Background: an optimization exercise with open tools, aiming at a short achievable clock period and few clock cycles. Do not read the settings as production practice. The RTL was checked by simulation tests, not by an equivalence proof against the original design.

Design black_bean, start of the top module:
module black_bean(
    clk,
    rst_n,
    IO_MEM_R_DATA,
    IO_MEM_W_DATA,
    IO_MEM_ADDR,
    IO_MEM_R_EN,
    IO_MEM_W_EN
);
Size in the first run: about 2,200 cells after synthesis, ~370 flip-flops, roughly 28 I/O pins.
make LEC_CHECK=0 ABC_CLOCK_PERIOD_IN_PS=1500 CAP_MARGIN=20 CORE_MARGIN=2 CORE_UTILIZATION=40 SETUP_SLACK_MARGIN=4 SLEW_MARGIN=20 TNS_END_PERCENT=100 finish   # period 5.5 ns
run.sh (not shown) runs the stock make flow with config.mk's settings and CLKGATE_MAP_FILE= SYNTH_SCRIPT=/design/flow/synth_recipe.tcl, a recipe that flattens the netlist after the stock synthesis.
The first run completed without violations.
Testbench counts at the start, summed over its fixed seeds: cycles 272,325.
Change:
--- a/flow/design.v
+++ b/flow/design.v
@@ -203,38 +203,40 @@
     c_ne  <= crn == 8'h05;
     c_le  <= crn == 8'h06;
     ins_op  <= fa_m1;
     ins_val <= rd;
     if (ins_v) begin
         ic_op[ic_rr]  <= ins_op;
         ic_val[ic_rr] <= ins_val;
     end
     if (b_wr) begin
         for (ie = 0; ie < NIC; ie = ie + 1)
             if (ic_op[ie] == wa_m1) ic_val[ie] <= wdata_q;
     end
-    ir2    <= rd;
-    ir2_a  <= npc;
-    ir2_a1 <= npc1;
-    ir2_v  <= !k_nsk;
-    ir2_h  <= hit_2;
-    ir2_hv <= hv_2;
-    ir2_a2 <= npc2;
-    ir2_sc <= f_sc;
-    ir2_nt <= !f_tr;
-    ir2_t2 <= (rd[3:0] == 4'h2);
-    wdata_q <= wv;
-    wa_m1  <= k_wpc ? ir_pcx - 8'd1 : ar - 8'd1;
-    ir2_bad <= k_wpc ? (ir_pcx == npc || (hit_2 && ir_pcx == npc1))
-                     : (ar == npc || (hit_2 && ar == npc1));
+    if (!ph) begin
+        ir2    <= rd;
+        ir2_a  <= npc;
+        ir2_a1 <= npc1;
+        ir2_v  <= !k_nsk;
+        ir2_h  <= hit_2;
+        ir2_hv <= hv_2;
+        ir2_a2 <= npc2;
+        ir2_sc <= f_sc;
+        ir2_nt <= !f_tr;
+        ir2_t2 <= (rd[3:0] == 4'h2);
+        wdata_q <= wv;
+        wa_m1  <= k_wpc ? ir_pcx - 8'd1 : ar - 8'd1;
+        ir2_bad <= k_wpc ? (ir_pcx == npc || (hit_2 && ir_pcx == npc1))
+                         : (ar == npc || (hit_2 && ar == npc1));
+    end
     irxv <= (b_irx || k_imm) ? rd : v;
     if (fetch || xfer || a_dec) begin
         ir     <= nb;
         ir_raw <= 1'b0;
         if (!a_dec) begin
             ir_pcx  <= xfer ? ir2_a1 : fa1;
             ir_pcx1 <= xfer ? ir2_a2 : fa2;
             ir_sk   <= nsk;
             ir_jc   <= xfer ? x_jc : (f_jc || p_take);
             ir_ih   <= nh;
             ir_iv   <= xfer ? ir2_hv : hv_f;
         end
After rerunning:
- first-iteration DRC count is lower by 11%
- worst setup slack gains 0.047 ns
- non-clock buffer count is higher by 7
- synthesized cell count is lower by 0.68%
- cell count is higher by about 1.3%
- via count is lower by about 0.6%
- wire length is lower by 0.32%
- clock skew is higher by 0.0075 ns
- design area is higher by about 2.5%
- synthesized area is higher by about 3.5%
Testbench counts after the change, summed over its fixed seeds: cycles 272,325.

---

== old ==
black_bean, a different RTL version from the one above (not shown whole).
Size: about 28 I/O pins, ~23000 um2 of cells after synthesis.
clock: 5.5 ns
lec_check: 0
abc_clock_period_in_ps: 1500
cap_margin: 20
core_margin: 2
core_utilization: 40
setup_slack_margin: 4
slew_margin: 20
tns_end_percent: 100
Testbench counts of old, summed over its fixed seeds: cycles 272,325.
> inputs changed (old -> new)
--- a/flow/design.v
+++ b/flow/design.v
@@ -38,21 +38,20 @@
 reg k_irx;           
 reg k_imma;          
 reg k_skp;           
 reg k_w3, k_w4, k_w5, k_w6, k_w7;   
 reg [7:0] ir_npc;    
 reg [7:0] ir2;
-reg       ir2_v;
 reg [7:0] ir2_a;     
 reg       ir2_h;     
 reg [7:0] ir2_hv;
 reg [7:0] ir2_a1;    
 reg [7:0] ir2_a2;    
 reg       ir2_sc, ir2_nt, ir2_t2;   
 reg [7:0] wa_m1;     
-reg       ir2_bad;   
+reg       ir2_go;    
 reg [7:0] addr_q, wdata_q;
 reg [7:0] fl;        
 reg       wen_q;
 reg       halted;
 assign IO_MEM_R_EN   = 1'b1;
 assign IO_MEM_ADDR   = addr_q;
@@ -137,17 +136,16 @@
 wire a_dec  = !halted && !ph && ir_v && ir_raw;   
 wire b_ld   = ph && !wen_q;
 wire b_wr   = ph && wen_q;
 wire b_jump = b_ld && k_t2;
 wire b_irx  = b_ld && k_t1;
 wire b_next = ph && !b_jump && !b_irx;
-wire i2_ok  = ir2_v && !(b_wr && ir2_bad);
 wire bubble  = !halted && !ph && !ir_v;
 wire fetch   = bubble || a_seq;
-wire xfer    = b_next && i2_ok;
-wire refetch = b_next && !i2_ok;
+wire xfer    = ph && ir2_go;
+wire refetch = b_next && !ir2_go;
 wire f_sc  = (rd[7:4] == 4'hc);
 wire f_tr  = (rd[3:0] != 4'h0) && (rd[3] == 1'b0);
 wire f_sk  = f_sc && (!f_tr || hit_f);
 wire f_jc  = f_sc && (rd[3:0] == 4'h2) && hit_f;
 wire x_sk  = ir2_sc && (ir2_nt || ir2_h);
 wire x_jc  = ir2_sc && ir2_t2 && ir2_h;
@@ -269,22 +267,22 @@
         for (ie = 0; ie < NIC; ie = ie + 1)
             if (ic_op[ie] == wa_m1) ic_val[ie] <= wdata_q;
     end
     ir2    <= rd;
     ir2_a  <= npc;
     ir2_a1 <= npc1;
-    ir2_v  <= !k_nsk;
     ir2_h  <= hit_2;
     ir2_hv <= hv_2;
     ir2_a2 <= npc2;
     ir2_sc <= f_sc;
     ir2_nt <= !f_tr;
     ir2_t2 <= (rd[3:0] == 4'h2);
     wdata_q <= wv;
     wa_m1  <= k_wpc ? ir_pcx - 8'd1 : ar_m1;
-    ir2_bad <= k_wpc ? !k_sc : (ar == npc || (hit_2 && ar_m1 == npc));
+    ir2_go <= !k_nsk && !(k_load && (k_t1 || k_t2)) &&
+              !(k_wr && (k_wpc ? !k_sc : (ar == npc || (hit_2 && ar_m1 == npc))));
     irxv <= (b_irx || k_imm) ? rd : v;
     if (fetch || xfer || a_dec) begin
         ir     <= nb;
         ir_raw <= 1'b0;
         if (!a_dec) begin
             ir_pcx  <= xfer ? ir2_a1 : fa1;
==> summary.txt <==
Placed instance count was lower in the run labelled new.
new vs old, top layer used by detailed routing: met5 vs met4
new reports its combinational family with the most area after synthesis as compound AO/OA/AOI/OAI gates while old reports simple AND/OR/NAND/NOR gates.
Standard cell with the maximum stage delay on the critical path: or4b_4 -> old, or4_4 -> new
[compare] base=old new=new: number of logic stages on the critical path including buffering fell by 4, setup slack decreased by 0.031 ns relative to the old numbers, global-route usage climbed 2.5 points, portion of the post-synthesis area used by sequential elements shows an increase of 0.24 points.
The post-CTS setup buffer count reported for new is greater than that of old by 8.2%.
Post-detailed-routing wire length in new is 1.8% higher than in old
Number of clock buffers in the layout in new vs old: down 6.3%
old and new ended up with roughly the same maximum buffer depth of the clock tree.
Testbench counts of new, summed over its fixed seeds: cycles 272,325.

-- what the ideal ports hide --
The results above use ideal ports. As a check the final layouts listed here were re-extracted and re-timed, cells and wires unchanged.
Step 1 sets driving cells, clkbuf_16 on the clock port and buf_2 on the other inputs (assumed; they add their load-dependent delay and slew).
Step 2, shift: input delay + t, output delay - t, t = (earliest + latest rising clock arrival at the registers) / 2. This alone moves slack from input paths to output paths.
Three values: no drivers, after step 1, after step 2; two values: the first two.
run	t, ns	setup WS [ns]	worst hold slack (ns)	cell pins on the clock port's net
the first run of note 1	0.646	2.604 / 2.604 / 2.223	0.471 / 0.471 / 0.471	1
the second run of note 1	0.643	2.651 / 2.651 / 2.402	0.479 / 0.479 / 0.479	1
old	0.643	2.696 / 2.696 / 2.140	0.484 / 0.484 / 0.484	1
new	0.669	2.665 / 2.665 / 2.274	0.526 / 0.526 / 0.526	1
After both steps setup and hold are still met in every run listed. The setup slack of old, which loses most, moves by 0.000 ns with the drivers and by -0.556 ns with both steps.
